This is an optimization exercise on Yosys and OpenROAD, whose aim is small area, a short achievable clock period and few clock cycles per item, not a production implementation. In this exercise RTL edits were held to simulation tests only and were not proved equivalent to the original. The clock port is modelled as an ideal driver, which makes a skipped or thinned clock tree look cheaper than it is; a real chip needs a root buffer or a tree. Power figures rest on the tool's default switching activity, not on a simulated workload.

Setup of north:
==> flow/design.v <==
`timescale 1ns / 1ps
module blk_sqrt (
    input wire [7:0] x,
    output wire [3:0] y
);
  wire new_n13, new_n14, new_n15, new_n17, new_n18, new_n19, new_n20,
    new_n21, new_n22, new_n23, new_n24, new_n25, new_n26, new_n27, new_n28,
    new_n29, new_n30, new_n31, new_n32, new_n33, new_n34, new_n35, new_n36,
    new_n37, new_n38, new_n39, new_n41, new_n42, new_n43, new_n44, new_n45,
    new_n47;
  assign new_n13 = ~x[0]  & ~x[1] ;
  assign new_n14 = ~x[2]  & new_n13;
  assign new_n15 = ~x[3]  & new_n14;
  assign y[3]  = x[6]  | x[7] ;
  assign new_n17 = ~x[2]  & ~x[3] ;
  assign new_n18 = ~x[4]  & new_n17;
  assign new_n19 = ~y[3]  & new_n18;
  assign new_n20 = x[3]  & ~new_n14;
  assign new_n21 = x[6]  & x[7] ;
  assign new_n22 = ~new_n20 & ~new_n21;
  assign new_n23 = ~new_n19 & new_n22;
  assign new_n24 = ~new_n15 & ~new_n23;
  assign new_n25 = x[4]  & y[3] ;
  assign new_n26 = x[5]  & ~x[7] ;
  assign new_n27 = ~x[5]  & x[7] ;
  assign new_n28 = ~new_n26 & ~new_n27;
  assign new_n29 = ~new_n25 & ~new_n28;
  assign new_n30 = new_n25 & new_n28;
  assign new_n31 = ~new_n29 & ~new_n30;
  assign new_n32 = ~new_n24 & new_n31;
  assign new_n33 = x[4]  & ~new_n15;
  assign new_n34 = ~x[7]  & ~new_n33;
  assign new_n35 = ~new_n27 & ~new_n34;
  assign new_n36 = ~x[4]  & ~x[5] ;
  assign new_n37 = ~x[6]  & new_n36;
  assign new_n38 = ~new_n18 & ~new_n37;
  assign new_n39 = ~new_n35 & new_n38;
  assign y[0]  = ~new_n32 & ~new_n39;
  assign new_n41 = ~new_n26 & ~new_n37;
  assign new_n42 = ~x[7]  & new_n18;
  assign new_n43 = ~new_n41 & ~new_n42;
  assign new_n44 = ~x[5]  & new_n18;
  assign new_n45 = new_n21 & ~new_n44;
  assign y[1]  = new_n43 | new_n45;
  assign new_n47 = ~x[6]  & ~new_n36;
  assign y[2]  = new_n21 | new_n47;
endmodule
`timescale 1ns / 1ps
module topModule(
    input clock,
    input reset,
    input start,
    input [7:0] input_a,
    input [7:0] input_b,
    output reg done,
    output [7:0] result
);
wire [3:0] r;
wire [4:0] lo;
wire [3:0] hi_inc;
wire [3:0] y;
reg  [7:0] sum_reg;
blk_sqrt u_sqrt1(.x(input_b), .y(r));
assign lo = {1'b0, input_a[3:0]} + {1'b0, r};
assign hi_inc = input_a[7:4] + 4'd1;
always @(posedge clock) begin
    done <= start & ~reset;
    sum_reg <= {lo[4] ? hi_inc : input_a[7:4], lo[3:0]};
end
blk_sqrt u_sqrt2(.x(sum_reg), .y(y));
assign result = {4'd0, y};
endmodule
clock: 10.0 ns
lec_check: 0
abc_area: 1
cap_margin: 20
core_area: 2 2 68 68
cts_buf_list: sky130_fd_sc_hd__clkbuf_2
die_area: 0 0 70 70
slew_margin: 20
standard.sh (not shown) runs the stock make flow with config.mk's settings and CLKGATE_MAP_FILE= SYNTH_SCRIPT=/design/flow/synth_recipe.tcl, a recipe that flattens the netlist after the stock synthesis.
==> flow/flow/run.sh <==
#!/bin/bash
# The standard layout with these changes:
#  - synthesis maps the logic with our own ABC script (flow/abc.script, area-oriented
#    mapping) instead of ORFS's, and leaves adders to ABC rather than mapping them to
#    full/half-adder cells first (MY_NO_FA). my_synth.tcl is synth_recipe.tcl with an abc
#    wrapper that swaps the script, so the rest of the synthesis (registers and their
#    names) is unchanged;
#  - the port buffers are sky130_fd_sc_hd__buf_1 instead of the slow clkdlybuf4s50_1 that
#    OpenROAD picks by default;
#  - the constant outputs share one tie cell, and the clock tree is a single buffer:
#    after CTS, flow/one_clkbuf.tcl connects all clock sinks to the root buffer and
#    removes the leaf buffers and the dummy load.
set -euo pipefail
here=$(pwd)
export MY_ABC_SCRIPT=$here/flow/abc.script
export MY_NO_FA=1
args=("SYNTH_SCRIPT=$here/flow/my_synth.tcl"
      "BUFFER_PORTS_ARGS=-buffer_cell sky130_fd_sc_hd__buf_1"
      "SKIP_REPAIR_TIE_FANOUT=1")
bash standard.sh cts "${args[@]}" > standard_cts.log 2>&1
ROOT_CLKBUF=sky130_fd_sc_hd__clkbuf_4 CTS_ODB=$here/orfs/results/sky130hd/topModule/base/4_cts.odb \
  openroad -no_init -exit $here/flow/one_clkbuf.tcl > one_clkbuf.log 2>&1
bash standard.sh finish "${args[@]}" > standard.log 2>&1
==> flow/flow/abc.script <==
strash
dch -f
map -a
strash
dch -f
map -a
topo
==> flow/flow/one_clkbuf.tcl <==
# After CTS: drive every clock sink from the root clock buffer and remove the leaf buffers
# that TritonCTS put between them (one buffer is enough for this handful of flip-flops).
# The root buffer becomes ROOT_CLKBUF.
read_db $::env(CTS_ODB)
set block [ord::get_db_block]
set root ""
foreach inst [$block getInsts] {
  if {[string match "clkbuf_0_*" [$inst getName]]} { set root $inst }
}
if {$root eq ""} { puts "no root clock buffer"; exit 1 }
set rootnet [[$root findITerm X] getNet]
set removed 0
foreach inst [$block getInsts] {
  if {[string match "clkbuf_1_*" [$inst getName]] || [string match "clkload*" [$inst getName]]} {
    set in [[$inst findITerm A] getNet]
    if {$in ne $rootnet} { puts "unexpected clock tree shape at [$inst getName]"; exit 1 }
    set xt [$inst findITerm X]
    set outnet [$xt getNet]
    if {$outnet ne "NULL"} {
      foreach it [$outnet getITerms] {
        if {[$it getInst] ne $inst} { $it disconnect; $it connect $rootnet }
      }
    }
    [$inst findITerm A] disconnect
    if {$outnet ne "NULL"} { $xt disconnect; odb::dbNet_destroy $outnet }
    odb::dbInst_destroy $inst
    incr removed
  }
}
# one buffer now drives every sink: make it strong enough for the flip-flops' clock slew
$root swapMaster [[ord::get_db] findMaster $::env(ROOT_CLKBUF)]
detailed_placement
check_placement -verbose
puts "removed $removed clock buffers; root [$root getName] drives [llength [$rootnet getITerms]] pins"
write_db $::env(CTS_ODB)
Other scripts of this flow, unchanged in this note and not shown: flow/flow/my_synth.tcl
Testbench counts of north, summed over its fixed seeds: cycles 12,000, items 12,000.
Here is what was changed in the inputs of south compared with north.
==> flow/flow/run.sh <==
#!/bin/bash
# The standard layout with these changes:
#  - synthesis maps the logic with our own ABC script (flow/abc.script, area-oriented
#    mapping) instead of ORFS's, and leaves adders to ABC rather than mapping them to
#    full/half-adder cells first (MY_NO_FA). my_synth.tcl is synth_recipe.tcl with an abc
#    wrapper that swaps the script, so the rest of the synthesis (registers and their
#    names) is unchanged;
#  - the port buffers are sky130_fd_sc_hd__buf_1 instead of the slow clkdlybuf4s50_1 that
#    OpenROAD picks by default.
set -euo pipefail
here=$(pwd)
export MY_ABC_SCRIPT=$here/flow/abc.script
export MY_NO_FA=1
bash standard.sh finish \
  "SYNTH_SCRIPT=$here/flow/my_synth.tcl" \
  "BUFFER_PORTS_ARGS=-buffer_cell sky130_fd_sc_hd__buf_1" > standard.log 2>&1
removed: flow/flow/one_clkbuf.tcl
## What came out
south vs north — final RePlAce weighted congestion dropped by a little under 10%
Against north as the reference, south delivers a lower ratio of final minimum period to clock period.
Between north and south, the post-placement cell count is higher for south.
Compared with north, south improves worst-case setup margin in the final layout.
The number of clock sinks on north is in line with that on south.
south supports a higher top clock frequency than north.
Share of layout cells above drive strength 1 (south over north): increase, 2.2 points
On met1 track demand over resource, north and south are neck and neck.
Total power for south: about 10% up relative to north
Compared with north, in south time the final worst path needs with I/O delays and setup fell 0.11 ns, layout clock buffer count rose 3.
Edits applied to the flow inputs when going from south to east:
- CORE_UTILIZATION now 40, previously not set
- DIE_AREA no longer set, was 0 0 70 70
- CORE_AREA no longer set, was 2 2 68 68
- CORE_MARGIN now 2, previously not set
==> flow/flow/abc.script <==
strash
dc2
dch -f
map -a
topo
==> comparison <==
- Clock group total power delta (east − south): favourable
- Compared with south, east shows a part of the power in combinational logic that is 0.8 points lower.
- From south to east the numbers moved as follows: floorplan row count shrank by 10; largest fanout on the critical path rose 1; via density per instance went up.
- Changes observed in east relative to south: hold buffer count at CTS barely changed; power after layout dropped about 0.4%; post-synthesis cell count dropped 8; areal power density over the cells climbed 9.4%.
- Sort east and south by clock network area share, ascending, and south comes first.
- In east the via count of the first global-routing pass turned out about 2.2% lower than in south.
--- input diff east..west ---
- CORE_UTILIZATION: 40 -> unset
- DIE_AREA: unset -> 0 0 70 70
- CORE_AREA: unset -> 2 2 68 68
- CORE_MARGIN: 2 -> unset
diff --git a/flow/flow/run.sh b/flow/flow/run.sh
--- a/flow/flow/run.sh
+++ b/flow/flow/run.sh
@@ -15,2 +15,3 @@
   "SYNTH_SCRIPT=$here/flow/my_synth.tcl" \
-  "BUFFER_PORTS_ARGS=-buffer_cell sky130_fd_sc_hd__buf_1" > standard.log 2>&1
+  "BUFFER_PORTS_ARGS=-buffer_cell sky130_fd_sc_hd__buf_1" \
+  "CTS_ARGS=-repair_clock_nets -buf_list sky130_fd_sc_hd__clkbuf_2 -dont_use_dummy_load" > standard.log 2>&1
==> flow/flow/abc.script <==
strash
dch -f
map -a
strash
dch -f
map -a
topo
--- outcome ---
west finished every step from synthesis to the final layout, and the layout passed the timing, DRC and antenna checks.
| core utilization | higher: east |
west vs. east: part of the total power dissipated in the clock network now smaller, instance count of the mapped netlist now larger.

---

// topModule: RTL as listed in full above, without the edits since
export LEC_CHECK = 0
export ABC_AREA = 1
export CAP_MARGIN = 20
export CORE_AREA = 2 2 60 60
export CTS_BUF_LIST = sky130_fd_sc_hd__clkbuf_2
export DIE_AREA = 0 0 62 62
export SLEW_MARGIN = 20
create_clock -name core_clock -period 10.0 [get_ports {clock}]
==> flow/flow/run.sh <==
#!/bin/bash
# The standard layout with these changes:
#  - synthesis maps the logic with our own ABC script (flow/abc.script, area-oriented
#    mapping) instead of ORFS's, and leaves adders to ABC rather than mapping them to
#    full/half-adder cells first (MY_NO_FA). my_synth.tcl is synth_recipe.tcl with an abc
#    wrapper that swaps the script, so the rest of the synthesis (registers and their
#    names) is unchanged;
#  - the port buffers are sky130_fd_sc_hd__buf_1 instead of the slow clkdlybuf4s50_1 that
#    OpenROAD picks by default.
set -euo pipefail
here=$(pwd)
export MY_ABC_SCRIPT=$here/flow/abc.script
export MY_NO_FA=1
bash standard.sh finish \
  "SYNTH_SCRIPT=$here/flow/my_synth.tcl" \
  "BUFFER_PORTS_ARGS=-buffer_cell sky130_fd_sc_hd__buf_1" > standard.log 2>&1
==> flow/flow/abc.script <==
strash
dch -f
map -a
strash
dch -f
map -a
topo
==> flow/flow/my_synth.tcl <==
proc synth {args} { yosys synth -nofsm -noshare {*}$args }
# Technology mapping with our own ABC script and delay target (MY_ABC_SCRIPT, MY_ABC_D)
# instead of ORFS's; everything else in ORFS's synthesis is unchanged.
proc abc {args} {
  if {[info exists ::env(MY_ABC_SCRIPT)]} {
    set i [lsearch -exact $args -script]
    if {$i >= 0} { lset args [expr {$i + 1}] $::env(MY_ABC_SCRIPT) }
  }
  if {[info exists ::env(MY_ABC_D)]} {
    set i [lsearch -exact $args -D]
    if {$i >= 0} { lset args [expr {$i + 1}] $::env(MY_ABC_D) }
  }
  yosys abc {*}$args
}
# MY_NO_FA: leave adders to ABC instead of mapping them to full/half-adder cells first
if {[info exists ::env(MY_NO_FA)] && $::env(MY_NO_FA)} { set ::env(ADDER_MAP_FILE) "" }
source $::env(SCRIPTS_DIR)/synth.tcl
# left out here: clear keep_hierarchy, flatten, clean up, hide names made inside functions, write 1_2_yosys.v
Testbench counts at the start, summed over its fixed seeds: cycles 12,000, items 12,000.
==> next run, changes <==
--- a/flow/flow/run.sh
+++ b/flow/flow/run.sh
@@ -15,2 +15,3 @@
   "SYNTH_SCRIPT=$here/flow/my_synth.tcl" \
-  "BUFFER_PORTS_ARGS=-buffer_cell sky130_fd_sc_hd__buf_1" > standard.log 2>&1
+  "BUFFER_PORTS_ARGS=-buffer_cell sky130_fd_sc_hd__buf_1" \
+  "SETUP_SLACK_MARGIN=6.9" > standard.log 2>&1
- CORE_AREA: 2 2 60 60 -> 2 2 68 68
- DIE_AREA: 0 0 62 62 -> 0 0 70 70
What happened:
- The changed run produced a clean layout
- count of clock-buffer cells in the layout stays the same
- core utilization climbs by 1.7 points
- clock power is about the same
- power climbs by 24%
- cell count climbs by 9.8%
- cell area climbs by 39%
- combinational power climbs by 62%
- global-route usage drops by 0.13 points
- sequential power climbs by 7.1%

## static timing again, ports no longer ideal
In the flow no input, the clock included, has a driving cell. The finished layouts below were timed again as built, in two steps. Step 1 sets driving cells, clkbuf_16 on the clock port and buf_2 on the other inputs (assumed; they add their load-dependent delay and slew). Step 2, shift: input delay + t, output delay - t, t = (earliest + latest rising clock arrival at the registers) / 2. This alone moves slack from input paths to output paths. a / b / c = no drivers / after step 1 / after step 2; a / b = the first two.
| run | shift t [ns] | slack for setup (ns) | worst setup path after step 2 | clock arrival spread, ns | cell pins on the clock port's net |
|---|---|---|---|---|---|
| north | 0.161 | 6.229 / 6.214 / 6.053 | input to register | 0.000 / 0.000 | 1 |
| south | 0.249 | 6.339 / 6.337 / 6.088 | input to register | 0.004 / 0.004 | 1 |
| east | 0.242 | 6.081 / 6.074 / 5.832 | input to register | 0.006 / 0.007 | 1 |
| west | 0.243 | 6.339 / 6.337 / 6.094 | input to register | 0.015 / 0.015 | 1 |
| the first run of note 2 | 0.247 | 6.295 / 6.292 / 6.045 | input to register | 0.001 / 0.002 | 1 |
| the second run of note 2 | 0.253 | 6.626 / 6.606 / 6.364 | input to register | 0.001 / 0.001 | 1 |
After both steps setup and hold are still met in every run listed. The setup slack of the second run of note 2, which loses most, moves by -0.020 ns with the drivers and by -0.262 ns with both steps.
